From an optimization exercise on the open Yosys and OpenROAD flow, aimed at small area; shortcuts taken in it are not production practice. Function was checked by simulation only, so behaviour that the tests miss may differ from the original. Power is estimated from default activity; no workload was simulated.

[run.sh]
#!/bin/bash
# synth_recipe.tcl (not shown) runs the flow's synth.tcl, then flattens the netlist and writes it again
# the make line also repeats each setting of config.mk as NAME=value (left out here)
make -C /OpenROAD-flow-scripts/flow DESIGN_CONFIG=/design/flow/config.mk WORK_HOME=/design/flow/orfs CLKGATE_MAP_FILE= SYNTH_SCRIPT=/design/flow/synth_recipe.tcl finish
[config.mk]
export PLATFORM = sky130hd
export DESIGN_NAME = DotProduct
export DESIGN_NICKNAME = DotProduct
export VERILOG_FILES = /design/flow/design.v
export SDC_FILE = /design/flow/constraint.sdc
export NUM_CORES = 4
export LEC_CHECK = 0
export CAP_MARGIN = 20
export CORE_MARGIN = 2
export CORE_UTILIZATION = 40
export PLACE_DENSITY = 0.6
export SLEW_MARGIN = 20
[constraint.sdc]
create_clock -name core_clock -period 6.0 [get_ports {clk}]
set_input_delay 1.2000 -clock core_clock [delete_from_list [all_inputs] [get_ports {clk}]]
set_output_delay 1.2000 -clock core_clock [all_outputs]
set_load 0.01 [all_outputs]
[design.v]
module synBusSatRnd ( inp, outp);
   parameter inp_width = 16;
   parameter out_width = 16;
   parameter infrac = 0;
   parameter outfrac = 0;
   parameter round = 0;
   parameter sat = 0;
   parameter datatype = "SS";
   input [inp_width-1:0] inp; 
   output reg [out_width-1:0] outp;
   parameter signed inputIntWidth = inp_width - infrac;
   parameter signed outputIntWidth = out_width - outfrac;
   parameter doRnd = (round >= 1) && ( infrac > outfrac);
   parameter rounded = doRnd ? 1 : 0;
   parameter doSat = (sat == 1) && ( datatype == "SU" || ( rounded + (datatype == "US" ? 1 : 0) + inputIntWidth) > outputIntWidth  );
   parameter maximumWidth = inputIntWidth + outputIntWidth + infrac + outfrac + 2;
   parameter shiftLeftAmount = outfrac - infrac;
   parameter ShiftOutputWidth = maximumWidth + (shiftLeftAmount < 0 ? shiftLeftAmount : 0);
   wire [maximumWidth - 1 : 0] rndInput;
   wire [maximumWidth - 1 : 0] rndOutput;
   wire [ShiftOutputWidth - 1 : 0] shiftOutput;
   generate
	  begin
		 if ( datatype == "SU" || datatype == "SS" )
		   assign rndInput = $signed(inp);
		 else
		   assign rndInput = $unsigned(inp);
		 if (doRnd )
		   begin
			  if(round == 1 || ((datatype=="US" || datatype=="UU") && round==5))   
				begin
				   if( shiftLeftAmount == -1)
					 assign rndOutput = rndInput + { 1'b1 };
				   else
					 assign rndOutput = rndInput + { 1'b1, { -shiftLeftAmount-1{1'b0} } };
				end
			  else
				if (round==4)  
				  begin
					 assign rndOutput = rndInput + { -shiftLeftAmount{1'b1} };
				  end
				else
				  if (round==3)	 
					begin
					   if ( datatype == "SS" || datatype == "SU")
						 assign rndOutput = rndInput + { -shiftLeftAmount{rndInput[ maximumWidth-1]} };
					   else
						 assign rndOutput = rndInput;
					end
				  else
					if(round==2)  
					  begin
						 if( shiftLeftAmount == -1)		
						   assign rndOutput = (rndInput & {1'b1}  ) == { 1'b1 } ? 
											  rndInput + rndInput[1]: 
											  rndInput + { 1'b1};		     
						 else
						   assign rndOutput = (rndInput & { (-shiftLeftAmount) {1'b1} } ) == { 1'b1, { (-shiftLeftAmount  - 1) {1'b0} } } ? 
											  rndInput + {rndInput[ -shiftLeftAmount ] , { -shiftLeftAmount -1 {1'b0}}}: 
											  rndInput + { 1'b1, { - shiftLeftAmount - 1 {1'b0} } };
 					  end
					else
					  if(round==5)  
						begin
						   if( shiftLeftAmount == -1)					    
							 assign rndOutput =rndInput[maximumWidth-1]?
											   rndInput : 
											   rndInput + { 1'b1}; 
						   else
							 assign rndOutput =rndInput[maximumWidth-1]?
											   rndInput + { -shiftLeftAmount-1{1'b1} }: 
											   rndInput + { 1'b1, { - shiftLeftAmount - 1 {1'b0} } }; 				  
						end
           end
		 else
		   assign rndOutput = rndInput;     
		 if ( shiftLeftAmount < 0 )
		   assign shiftOutput = rndOutput[maximumWidth -1 : - shiftLeftAmount];
		 else
		   assign shiftOutput = rndOutput << shiftLeftAmount;
	  end
   endgenerate
   generate
	  begin
		 always@(shiftOutput)
		   if ( doSat )
			 begin
				if ( datatype == "SS" && ( { ShiftOutputWidth - out_width {shiftOutput[ ShiftOutputWidth- 1]}} != shiftOutput[ShiftOutputWidth - 2 : out_width - 1] ) )
				  begin
					 if ( shiftOutput[ ShiftOutputWidth- 1] == 1)
					   outp = { 1'b1, { out_width - 1 {1'b0} } };
					 else
					   outp = { 1'b0, { out_width - 1 {1'b1}}};
				  end
				else if ( datatype == "SU" && ( { ShiftOutputWidth - out_width {1'b0}} != shiftOutput[ShiftOutputWidth - 1 : out_width] ) )
				  begin
					 if ( shiftOutput[ ShiftOutputWidth- 1] == 1)
					   outp = { out_width {1'b0} };
					 else
					   outp = { out_width {1'b1} };
				  end
				else if ( datatype == "UU" && ( { ShiftOutputWidth - out_width {1'b0}} != shiftOutput[ShiftOutputWidth - 1 : out_width] ) )
				  outp = { out_width {1'b1} };
				else if ( datatype == "US" && ( { ShiftOutputWidth - out_width + 1 {1'b0}} != shiftOutput[ShiftOutputWidth - 1 : out_width - 1] ) )
				  outp = { 1'b0, { out_width - 1 {1'b1}}};
				else
				  outp = shiftOutput[out_width - 1 : 0];
			 end
		   else
			 outp = shiftOutput[out_width - 1 : 0];
	  end
   endgenerate
endmodule  
module singleDelayWithEnableGeneric(clk, grst, rst, en, inp,outp);
   parameter   bitwidth = 16;
   input  clk, grst, rst, en;
   input [bitwidth-1:0] inp;
   output [bitwidth-1:0] outp;
   reg [bitwidth-1:0] 	 outreg;
   always @(posedge clk)
     begin
        if (grst==1)
          outreg <= {bitwidth{1'b0}};
        else if (rst==1)
          outreg <= {bitwidth{1'b0}};
        else if (en)
          outreg <= inp;
     end
   assign outp = outreg;
endmodule  
module synDelayWithEnableGeneric(clk, grst, rst, en, inp,outp);
   parameter   preferRAMImpl = 1;
   parameter   bitwidth = 16;
   parameter   delaylength = 100;
   parameter decompRegs = 2;
   parameter decompThresholdMin = 9;
   parameter ramThreshold = 68;
   parameter forceRAMThreshold = 4000;
   parameter cntWidth = ((delaylength) <= (1<<0) ? 0 : (delaylength) <= (1<<1) ? 1 :
						(delaylength) <= (1<<2) ? 2 : (delaylength) <= (1<<3) ? 3 :
						(delaylength) <= (1<<4) ? 4 : (delaylength) <= (1<<5) ? 5 :
						(delaylength) <= (1<<6) ? 6 : (delaylength) <= (1<<7) ? 7 :
						(delaylength) <= (1<<8) ? 8 : (delaylength) <= (1<<9) ? 9 :
						(delaylength) <= (1<<10) ? 10 : (delaylength) <= (1<<11) ? 11 :
						(delaylength) <= (1<<12) ? 12 : (delaylength) <= (1<<13) ? 13 :
						(delaylength) <= (1<<14) ? 14 : (delaylength) <= (1<<15) ? 15 :
						(delaylength) <= (1<<16) ? 16 : (delaylength) <= (1<<17) ? 17 :
						(delaylength) <= (1<<18) ? 18 : (delaylength) <= (1<<19) ? 19 :
						(delaylength) <= (1<<20) ? 20 : (delaylength) <= (1<<21) ? 21 :
						(delaylength) <= (1<<22) ? 22 : (delaylength) <= (1<<23) ? 23 :
						(delaylength) <= (1<<24) ? 24 : (delaylength) <= (1<<25) ? 25 :
						(delaylength) <= (1<<26) ? 26 : (delaylength) <= (1<<27) ? 27 :
						(delaylength) <= (1<<28) ? 28 : (delaylength) <= (1<<29) ? 29 :
						(delaylength) <= (1<<30) ? 30 : (delaylength) <= (1<<31) ? 31 : 32);
   parameter decompThresholdBW = (64 / bitwidth) + 2*decompRegs;
   parameter delayNRLen = delaylength-2*decompRegs > 0 ? delaylength-2*decompRegs : 0;
   parameter resetType = "synch";
   input  clk, grst, rst, en;
   input [bitwidth-1:0] inp;
   output [bitwidth-1:0] outp;
   reg [bitwidth-1:0] 	 delayline [0:delaylength-1];
   reg [bitwidth-1:0] 	 delayLineClip [0:delayNRLen-1];
   reg [bitwidth-1:0] 	 regsL [0:decompRegs-1];
   reg [bitwidth-1:0] 	 regsR [0:decompRegs-1];
   reg [cntWidth-1:0] 	 cnt;
   reg 					 resetExpired;
   reg 					 cntDone;
   generate
	  begin: GenBlock
		 if ( resetType == "asynch" )
		   begin : asynch_implementation
			  if ((preferRAMImpl == 1 && delaylength > ramThreshold) || (delaylength > forceRAMThreshold && preferRAMImpl != 2 ) )
				begin: implementRAM
				   integer i;
				   always @ (posedge clk)
					 begin
						if (grst==1)
						  begin
							 resetExpired <= 1'b0;
							 cnt <= {cntWidth{1'b0}};
							 for (i=0; i < decompRegs; i=i+1)
							   begin
								  regsL[i] <= {bitwidth{1'b0}};
								  regsR[i] <= {bitwidth{1'b0}};
							   end
						  end
						else if (rst==1)
						  begin
							 resetExpired <= 1'b0;
							 cnt <= {cntWidth{1'b0}};
							 for (i=0; i < decompRegs; i=i+1)
							   begin
								  regsL[i] <= {bitwidth{1'b0}};
								  regsR[i] <= {bitwidth{1'b0}};
							   end
						  end
						else if (en)
						  begin
							 if (cnt == delayNRLen - 1) 
							   begin
								  resetExpired <= 1'b1;
								  cnt <= {cntWidth{1'b0}};
							   end
							 else
							   cnt <= cnt + 1;
							 regsL[0] <= inp;
							 for (i=1; i < decompRegs; i=i+1)
							   begin
								  regsL[i] <= regsL[i-1];
								  regsR[i] <= regsR[i-1];
							   end
							 regsR[0] <= resetExpired ? delayLineClip[cnt] : 0;
						  end
					 end  
				   always @ (posedge clk)
					 begin     
						if(grst==1)
						  begin
							 for (i=0; i < delayNRLen; i=i+1)
							   delayLineClip[i] <= 0;
						  end
						else if (en)
      					  delayLineClip[cnt] <= regsL[decompRegs-1];   
					 end 
				   assign outp = regsR[decompRegs-1];
				end
			  else if(preferRAMImpl == 0 && delaylength >= decompThresholdMin && delaylength >= decompThresholdBW)
				begin : norstshift
				   integer i;
				   always @ (posedge clk)
					 begin
						if(grst==1)
						  begin
							 cnt <= $unsigned(0);
							 cntDone <= 1'b0;
							 for (i=0; i < decompRegs; i=i+1)
							   begin
								  regsL[i] <= {bitwidth{1'b0}};
								  regsR[i] <= {bitwidth{1'b0}};
							   end
						  end
						else if(rst==1)
						  begin
							 cnt <= $unsigned(0);
							 cntDone <= 1'b0;
							 for (i=0; i < decompRegs; i=i+1)
							   begin
								  regsL[i] <= {bitwidth{1'b0}};
								  regsR[i] <= {bitwidth{1'b0}};
							   end
						  end
						else if(en)
						  begin
							 if(cnt == $unsigned(delayNRLen-1))
							   cntDone <= 1'b1;
							 if(!cntDone)
							   cnt <= cnt + 1;
							 regsL[0] <= inp;
							 for (i=1; i < decompRegs; i=i+1)
							   begin
								  regsL[i] <= regsL[i-1];
								  regsR[i] <= regsR[i-1];
							   end
							 regsR[0] <= (cntDone) ? delayLineClip[delayNRLen-1] : {bitwidth{1'b0}};
						  end
					 end  
				   always @ (posedge clk)
					 begin     
						if(grst==1)
						  begin
							 for (i=0; i < delayNRLen; i=i+1)
							   delayLineClip[i] <= 0;
						  end
						else if (en) 
						  begin
							 for (i=1; i < delayNRLen; i=i+1)
							   delayLineClip[i] <= delayLineClip[i-1];
							 delayLineClip[0] <= regsL[decompRegs-1];
						  end
					 end
				   assign outp = regsR[decompRegs-1];
				end  
			  else if(delaylength > 0 || preferRAMImpl == 2)
				begin : RegisterStyle
				   integer i;
				   always @(posedge clk)
					 begin
						if (grst==1)
						  for (i = 0; i < delaylength; i = i + 1)
							delayline[i] <= {bitwidth{1'b0}};
						else if (rst==1)
						  for (i = 0; i < delaylength; i = i + 1)
							delayline[i] <= {bitwidth{1'b0}};
						else if (en)
						  begin
							 for(i = delaylength-1; i>=1; i=i-1)
							   delayline[i] <= delayline[i-1];
							 delayline[0] <= inp;
						  end 
					 end
				   assign outp = delayline[delaylength-1];
				end  
			  else
				begin : nodelay
				   assign outp = inp;
				end
		   end  
		 if ( resetType == "synch" )
		   begin : synch_implementation
			  if ((preferRAMImpl == 1 && delaylength > ramThreshold) || (delaylength > forceRAMThreshold && preferRAMImpl != 2 ) )
				begin: implementRAM
				   integer i;
				   always @ (posedge clk)
					 begin
						if (grst==1 || rst==1)
						  begin
							 resetExpired <= 1'b0;
							 cnt <= {cntWidth{1'b0}};
							 for (i=0; i < decompRegs; i=i+1)
							   begin
								  regsL[i] <= {bitwidth{1'b0}};
								  regsR[i] <= {bitwidth{1'b0}};
							   end
						  end
						else if (en)
						  begin
							 if (cnt == delayNRLen - 1) 
							   begin
								  resetExpired <= 1'b1;
								  cnt <= {cntWidth{1'b0}};
							   end
							 else
							   cnt <= cnt + 1;
							 regsL[0] <= inp;
							 for (i=1; i < decompRegs; i=i+1)
							   begin
								  regsL[i] <= regsL[i-1];
								  regsR[i] <= regsR[i-1];
							   end
							 regsR[0] <= resetExpired ? delayLineClip[cnt] : 0;
						  end
					 end  
				   always @ (posedge clk)
					 begin
						if (grst==1)
						  for (i=0; i < delayNRLen; i=i+1)
							delayLineClip[i] <= 0;
						else if (en)
      					  delayLineClip[cnt] <= regsL[decompRegs-1];             
					 end 
				   assign outp = regsR[decompRegs-1];
				end
			  else if(preferRAMImpl == 0 && delaylength >= decompThresholdMin && delaylength >= decompThresholdBW)
				begin : norstshift
				   integer i;
				   always @ (posedge clk)
					 begin
						if(grst==1 || rst==1)
						  begin
							 cnt <= $unsigned(0);
							 cntDone <= 1'b0;
							 for (i=0; i < decompRegs; i=i+1)
							   begin
								  regsL[i] <= {bitwidth{1'b0}};
								  regsR[i] <= {bitwidth{1'b0}};
							   end
						  end
						else if(en)
						  begin
							 if(cnt == $unsigned(delayNRLen-1))
							   cntDone <= 1'b1;
							 if(!cntDone)
							   cnt <= cnt + 1;
							 regsL[0] <= inp;
							 for (i=1; i < decompRegs; i=i+1)
							   begin
								  regsL[i] <= regsL[i-1];
								  regsR[i] <= regsR[i-1];
							   end
							 regsR[0] <= (cntDone) ? delayLineClip[delayNRLen-1] : {bitwidth{1'b0}};
						  end
					 end  
				   always @ (posedge clk)
					 begin
						if (grst==1)
						  for (i=0; i < delayNRLen; i=i+1)
							delayLineClip[i] <= 0;
						else if (en) 
						  begin
							 for (i=1; i < delayNRLen; i=i+1)
							   delayLineClip[i] <= delayLineClip[i-1];
							 delayLineClip[0] <= regsL[decompRegs-1];
						  end
					 end
				   assign outp = regsR[decompRegs-1];
				end  
			  else if(delaylength > 0 || preferRAMImpl == 2)
				begin : RegisterStyle
				   integer i;
				   always @(posedge clk)
					 begin
						if (grst==1 || rst==1)
						  for (i = 0; i < delaylength; i = i + 1)
							delayline[i] <= {bitwidth{1'b0}};
						else if (en)
						  begin
							 for(i = delaylength-1; i>=1; i=i-1)
							   delayline[i] <= delayline[i-1];
							 delayline[0] <= inp;
						  end 
					 end
				   assign outp = delayline[delaylength-1];
				end  
			  else
				begin : nodelay
				   assign outp = inp;
				end
		   end  
	  end  
   endgenerate
endmodule
module synDelayWithEnable(clk, grst, rst, en, inp,outp);
   parameter  preferRAMImpl = 1;
   parameter  bitwidth = 16;
   parameter  delaylength = 100;
   input  clk, grst, rst, en;
   input [bitwidth-1:0] inp;
   output [bitwidth-1:0] outp;
   generate
      begin: GenBlock
		 if (delaylength == 0)
		   assign outp = inp;
		 else if (delaylength == 1)
		   singleDelayWithEnableGeneric #( .bitwidth(bitwidth)) theDelay ( .clk(clk), .en(en), .grst(grst), .rst(rst), .inp(inp), .outp(outp) );
		 else
		   synDelayWithEnableGeneric #( .bitwidth(bitwidth), .delaylength(delaylength), .preferRAMImpl(preferRAMImpl) ) theDelay ( .clk(clk), .en(en), .grst(grst), .rst(rst), .inp(inp), .outp(outp) );
      end  
   endgenerate
endmodule
module FixedPointMultiplier (
  input clk,
  input GlobalReset,
  input [18:0] WeightPort,  
  input [9:0] PixelPort,  
  output [25:0] Output_syn  
);
wire [25:0] N_1;  
wire [9:0] N_2;  
wire [18:0] N_3;  
wire [0:0] GlobalEnableSignal1;  
wire GlobalResetSel;
  wire GlobalEnable1;
  assign GlobalEnable1 = 1;
  assign GlobalEnableSignal1 = GlobalEnable1;
  assign N_3 = WeightPort;
  assign N_2 = PixelPort;
assign Output_syn = N_1;
  generate
  begin: Multiplier_25b_18f_block
    wire signed [28:0] tmpOut;
    wire signed [9:0] tmpin1;
    wire signed [18:0] tmpin2;
    wire signed [9:0] tmpin1_dly;
    wire signed [18:0] tmpin2_dly;
    wire signed [28:0] med;
    assign med = tmpOut ;
    synDelayWithEnable #( .bitwidth(26), .preferRAMImpl(2), .delaylength(5) ) multOut_block ( .clk(clk), .en(GlobalEnable1), .grst(GlobalResetSel), .rst(1'b0), .inp(med[25:0]), .outp(N_1) );
    assign tmpin1 = $signed(N_2);
    assign tmpin2 = $signed(N_3);
    synDelayWithEnable #( .bitwidth(10), .preferRAMImpl(2), .delaylength(1) ) multInp1_block ( .clk(clk), .en(GlobalEnable1), .grst(GlobalResetSel), .rst(1'b0), .inp(tmpin1), .outp(tmpin1_dly) );
    synDelayWithEnable #( .bitwidth(19), .preferRAMImpl(2), .delaylength(1) ) multInp2_block ( .clk(clk), .en(GlobalEnable1), .grst(GlobalResetSel), .rst(1'b0), .inp(tmpin2), .outp(tmpin2_dly) );
    assign tmpOut = tmpin1_dly * tmpin2_dly;
  end  
  endgenerate
assign GlobalResetSel = GlobalReset;
endmodule
module FixedPointAdder (
  input clk,
  input GlobalReset,
  input [25:0] Port2,  
  input [25:0] Port1,  
  output [25:0] Output_syn  
);
wire [25:0] N_1;  
wire [25:0] N_2;  
wire [25:0] N_3;  
wire [0:0] GlobalEnableSignal1;  
wire GlobalResetSel;
  wire GlobalEnable1;
  assign GlobalEnable1 = 1;
  assign GlobalEnableSignal1 = GlobalEnable1;
  assign N_3 = Port2;
  assign N_2 = Port1;
assign Output_syn = N_1;
  generate
  begin: Adder_26b_18f_block
    wire enab;
    wire [26:0] tmpOut;
    wire signed [26:0] tmp_N_2_0;
    wire signed [26:0] tmp_N_3_1;
    wire [26:0] tmpOutPre;
    assign  enab= GlobalEnable1;
    assign tmp_N_2_0 = ($signed(N_2) << 0);
    assign tmp_N_3_1 = ($signed(N_3) << 0);
    assign  tmpOutPre =   tmp_N_2_0 + tmp_N_3_1;
    synDelayWithEnable #( .bitwidth(27), .preferRAMImpl(2), .delaylength(2) ) delayForLatency_block ( .clk(clk), .en(enab), .grst(GlobalResetSel), .rst(1'b0), .inp(tmpOutPre), .outp(tmpOut) );
    synBusSatRnd #( .inp_width(27), .out_width(26), .infrac(18), .outfrac(18), .round(0), .sat(0), .datatype("SS") )
    sat_tmpOut ( .inp(tmpOut), .outp(N_1) );
  end  
  endgenerate
assign GlobalResetSel = GlobalReset;
endmodule
module DotProduct(
   input clk,
   input GlobalReset,
   input [18:0] A_0,
   input [18:0] A_1,
   input [18:0] A_2,
   input [18:0] A_3,
   input [18:0] A_4,
   input [18:0] A_5,
   input [18:0] A_6,
   input [18:0] A_7,
   input [18:0] A_8,
   input [18:0] A_9,
   input [9:0] B_0,
   input [9:0] B_1,
   input [9:0] B_2,
   input [9:0] B_3,
   input [9:0] B_4,
   input [9:0] B_5,
   input [9:0] B_6,
   input [9:0] B_7,
   input [9:0] B_8,
   input [9:0] B_9,
   output [25:0] value);
   reg[18:0] A;
   reg[9:0] B;
   reg[25:0] intermediateAdds[0:4];
   wire[25:0] FPMAns;
   reg[25:0] addInput [0:1];
   wire[25:0] FPAAns;
   assign value = intermediateAdds[4];
   FixedPointMultiplier FPM1(.clk(clk),
                        .GlobalReset(GlobalReset),
                        .WeightPort(A),
                        .PixelPort(B),
                        .Output_syn(FPMAns));
   FixedPointAdder FPA1(.clk(clk),
                    .GlobalReset(GlobalReset),
                    .Port2(addInput[1]),
                    .Port1(addInput[0]),
                    .Output_syn(FPAAns));
   reg[4:0] switchCounter;
   always@(posedge clk)begin
       if(GlobalReset == 1'b1)begin
           A <= A_0;
           B <= B_0;
           addInput[0] <= 26'b0;
           addInput[1] <= 26'b0;
           switchCounter <= 5'b00000;
           intermediateAdds[0] <= 26'b0;
           intermediateAdds[1] <= 26'b0;
           intermediateAdds[2] <= 26'b0;
           intermediateAdds[3] <= 26'b0;
           intermediateAdds[4] <= 26'b0;
       end else begin
           case(switchCounter)
               0: begin
                   A <= A_0;
                   B <= B_0;
               end
               1: begin
                   A <= A_1;
                   B <= B_1; 
               end
               2: begin
                   A <= A_2;
                   B <= B_2; 
               end
               3: begin
                   A <= A_3;
                   B <= B_3; 
               end
               4: begin
                   A <= A_4;
                   B <= B_4; 
               end
               5: begin
                   A <= A_5;
                   B <= B_5; 
               end
               6: begin
                   A <= A_6;
                   B <= B_6; 
               end
               7: begin
                   A <= A_7;
                   B <= B_7; 
               end
               8: begin
                   A <= A_8;
                   B <= B_8; 
               end
               9: begin
                   A <= A_9;
                   B <= B_9; 
               end
               default: begin
                   A <= A;
                   B <= B;
               end
           endcase
           if(switchCounter <= 5'd16 && switchCounter >= 5'd7 && switchCounter % 2'd2 == 1'd0)begin
              addInput[0] <= FPMAns; 
           end else if(switchCounter <= 5'd16 && switchCounter >= 5'd7 && switchCounter % 2'd2 == 1'd1)begin
              addInput[1] <= FPMAns; 
           end
           if(switchCounter == 5'd18)begin
              addInput[0] <= intermediateAdds[0];
              addInput[1] <= intermediateAdds[1];
           end else if(switchCounter == 5'd20)begin
              addInput[0] <= intermediateAdds[2];
              addInput[1] <= intermediateAdds[3]; 
           end else if(switchCounter == 5'd22)begin
               addInput[0] <= intermediateAdds[0];
               addInput[1] <= intermediateAdds[4];
           end else if(switchCounter == 5'd26)begin
               addInput[0] <= intermediateAdds[1]; 
               addInput[1] <= intermediateAdds[2];
           end else if(switchCounter == 5'd29)begin
               switchCounter <= 5'd0;
           end
           if(switchCounter >= 5'd11 && (switchCounter - 5'd11) % 2'd2 == 1'd0)begin
               intermediateAdds[(switchCounter - 5'd11) % 5'd10 >> 1'd1] <= FPAAns;
           end
           switchCounter <= switchCounter + 1;
       end
   end
endmodule
==> flow_summary.toml <==
[timing]
finalSetupViolations = 0
period_share = 0.934
slew_headroom = 0.272
hold_violations = 0
rsz0062_at_grt = "no"
tns_ns = 0
skew_ns = 0.0187
slew_viol_final = 0
fmax_mhz = 179
tightest_slew_ns = 1.09
min_period_ns = 5.60

[clock_tree]
numCtsBuffers = 48
post_cts_buffers = 0
cts.htree.levels = 2
ctsResizeCount = 0
cts_hold_buf = 0
clk-insertion-delay-late_ns = 0.60
clockBufferDepth = 3
cts_num_sinks = 427
cts_tree = "built"
clkTransAtPathRegs_ns = 0.07
root_buffer = "clkbuf_16"

[power]
peakVddDrop_v = 0.000209
p_int_w = 0.00602
p_switching_w = 0.00293
p_clk_frac = 0.321
power.density_nw_per_um2 = 288
p_comb_frac = 0.302
p_leak_nw = 12.0
pwr-share-seq = 0.377
switching_share = 0.328

[setup_path]
cpMostUsedCell = "fa_1"
slowest_stage = "fa_1"
start_kind = "flip-flop"
crit_buf_inv = 4
crit_required_ns = 6.42
crit_family = "adder cells"
cp-end-kind = "flip-flop"
cp.arrival_ns = 6.03
path_class = "reg2reg"
cpPeakStageDelay_ns = 0.54
cp_max_fo = 13
path_cells = "buf_4, nand2_1, fa_1, fa_1, inv_1, fa_1, fa_1, inv_1, fa_1, inv_1, ha_1, or3_1, nand2b_1, o211a_1, a2111oi_1, o21ba_2, nor3_1"

[final_layout]
finish.utilization = 0.492
areaGrowthSynthToFinish_pct = 21.3
nets = 3377
fillers = 5783
final_common_cell = "clkdlybuf4s50_1"
final-instance-count-excl-fill = 3733
drive_gt1_frac = 0.0888
final_cell_mix = "316 x clkdlybuf4s50_1, 267 x dfxtp_1, 227 x inv_1"

[route]
wl_per_cell_um = 20.7
wl_um = 77100
ant_nets = 0
drc = 0
via_per_inst = 5.36
firstDrtPassIters = 6
vias = 20023
drt_iter0_drc = 1373

[floorplan]
rows = 92
die-area_um2 = 66000
coreArea_um2 = 63200
initial_utilization = 0.405
die_h_um = 257
io_pins = 318
die_w_um = 257

[global_route]
antenna_found_initial = 4
grt-ovfl-total = 0
grt_pass1_wl_um = 119000
grt_max_degree = 217
grt_pass1_vias = 20999
grt_usage = 0.231

[flow_run]
maxCapViolCount = 0

[yosys]
ys.flop_type = "dfxtp_1"
synth-async-reset-ratio = 0
synth-seq-cells = 427
synth-edff-count = 159
syn-num-nets = 3134
ys_seq_area_frac = 0.396
yosys.cell_types.count = 92
avgSynthCellArea_um2 = 9.84
syn-instance-count = 2601
syn_area_um2 = 25600
yosys_warnings = 10

[placed_design]
placed_cells = 3640
dp_hpwl_um = 55400
finalWeightedCongestion = 0.885
port_buffers = 317

[outcome]
outcome = "timing/DRC/antenna clean"

[worst_hold_path]
min_path_type = "reg2reg"
synth_stat cells (all sizes together) (54+ instances only):
library cell,n,area [um2]
nor2b,187,1170
fa,149,2980
buf,55,369
clkbuf,121,459
nor2,162,613
and2,94,588
edfxtp,159,4770
o21ai,82,418
ha,92,1150
inv,230,863
nand2,202,761
mux2i,63,631
dfxtp,268,5370
a21oi,182,937
a221oi,54,473
nor3,102,861
cell type report:
| class | instances | area (um2) | area share |
|---|---|---|---|
| multi-input cells | 1768 | 13900 | 0.447 |
| flip-flops and latches | 427 | 10100 | 0.326 |
| repair buffers | 369 | 3580 | 0.115 |
| clock buffers | 64 | 1330 | 0.0429 |
| well taps | 846 | 1060 | 0.0341 |
| inverters | 230 | 863 | 0.0278 |
| clock inverters | 26 | 208 | 0.00669 |
| diodes | 3 | 7.51 | 0.000242 |
cell families after synthesis:
kind of cell	count (synthesis)	share of synthesized area
adder cells (fa/ha/maj)	241	0.161
XOR/XNOR	41	0.0160
flip-flops	427	0.396
AO/OA/AOI/OAI	559	0.150
buffers and inverters	406	0.0661
AND/OR/NAND/NOR	860	0.184
multiplexers	67	0.0265
worst reg2reg max path, cell delays in order, from the launching register on:
cell and delay (ns):
dfxtp_1 0.47, buf_4 0.25, nand2_1 0.10, fa_1 0.51
fa_1 0.52, inv_1 0.05, fa_1 0.46, fa_1 0.54
inv_1 0.05, fa_1 0.52, inv_1 0.04, ha_1 0.27
or3_1 0.45, nand2b_1 0.18, o211a_1 0.24, a2111oi_1 0.52
o21ba_2 0.22, nor3_1 0.04
stage by stage:
stage	power (W)	setup slack, ns	hold slack, ns	instance area (um2)
floorplan	0.00531	0.530	0.414	25600
global placement	0.00610	0.439	0.417	29500
detailed placement	0.00615	0.316	0.420	29500
CTS	0.00903	0.291	0.432	31100
global route	0.00952	0.0446	0.437	31100
finish	0.00895	0.398	0.424	31100
layer usage:
metal / vias to the layer above / GRT usage / routed length [um]
met4: 0 / 0.0814 / 2620
li1: 9428 / - / -
met1: 9766 / 0.283 / 31800
met2: 707 / 0.408 / 38200
met3: 122 / 0.0364 / 4520
met5: - / 0 / 0
final timing paths:
| kind | from | endpoint | slack [ns] | depth (start not counted) |
|---|---|---|---|---|
| max | flip-flop | flip-flop | 0.40 | 17 |
| min | flip-flop | flip-flop | 0.42 | 1 |
| max reg2reg | flip-flop | flip-flop | 0.40 | 17 |
| min reg2reg | flip-flop | flip-flop | 0.42 | 1 |
power groups by stage:
stage | Combinational [W] | Sequential [W] | Clock [W]
final | 0.00271 | 0.00338 | 0.00287
after global routing | 0.00307 | 0.00340 | 0.00305
after CTS | 0.00272 | 0.00338 | 0.00293
after detailed placement | 0.00271 | 0.00344 | 0
after global placement | 0.00267 | 0.00344 | 0
after floorplan | 0.00197 | 0.00334 | 0

## static timing again, ports no longer ideal
Ports are ideal in the flow. The routed layout listed here was re-timed in OpenROAD.
Step 1: set_driving_cell puts a clkbuf_16 on clk and a buf_2 on each other input, an assumption about the parent block.
Step 2 moves the port delays by t, midway between the first and last clock arrival at a register: inputs arrive t later, outputs are due t later. That takes back most of the time a late clock gives input paths.
Three values: ideal, step 1, step 2; two values: the first two.
t, ns: 0.653
setup WS [ns]: 0.398 / 0.398 / 0.398
hold WS [ns]: 0.424 / 0.424 / 0.424
worst data-port slew with drivers (ns): 0.10
pins driven straight from the clock port: 1
After both steps setup and hold are still met in this run. The setup slack of this run moves by 0.000 ns with the drivers and by 0.000 ns with both steps.
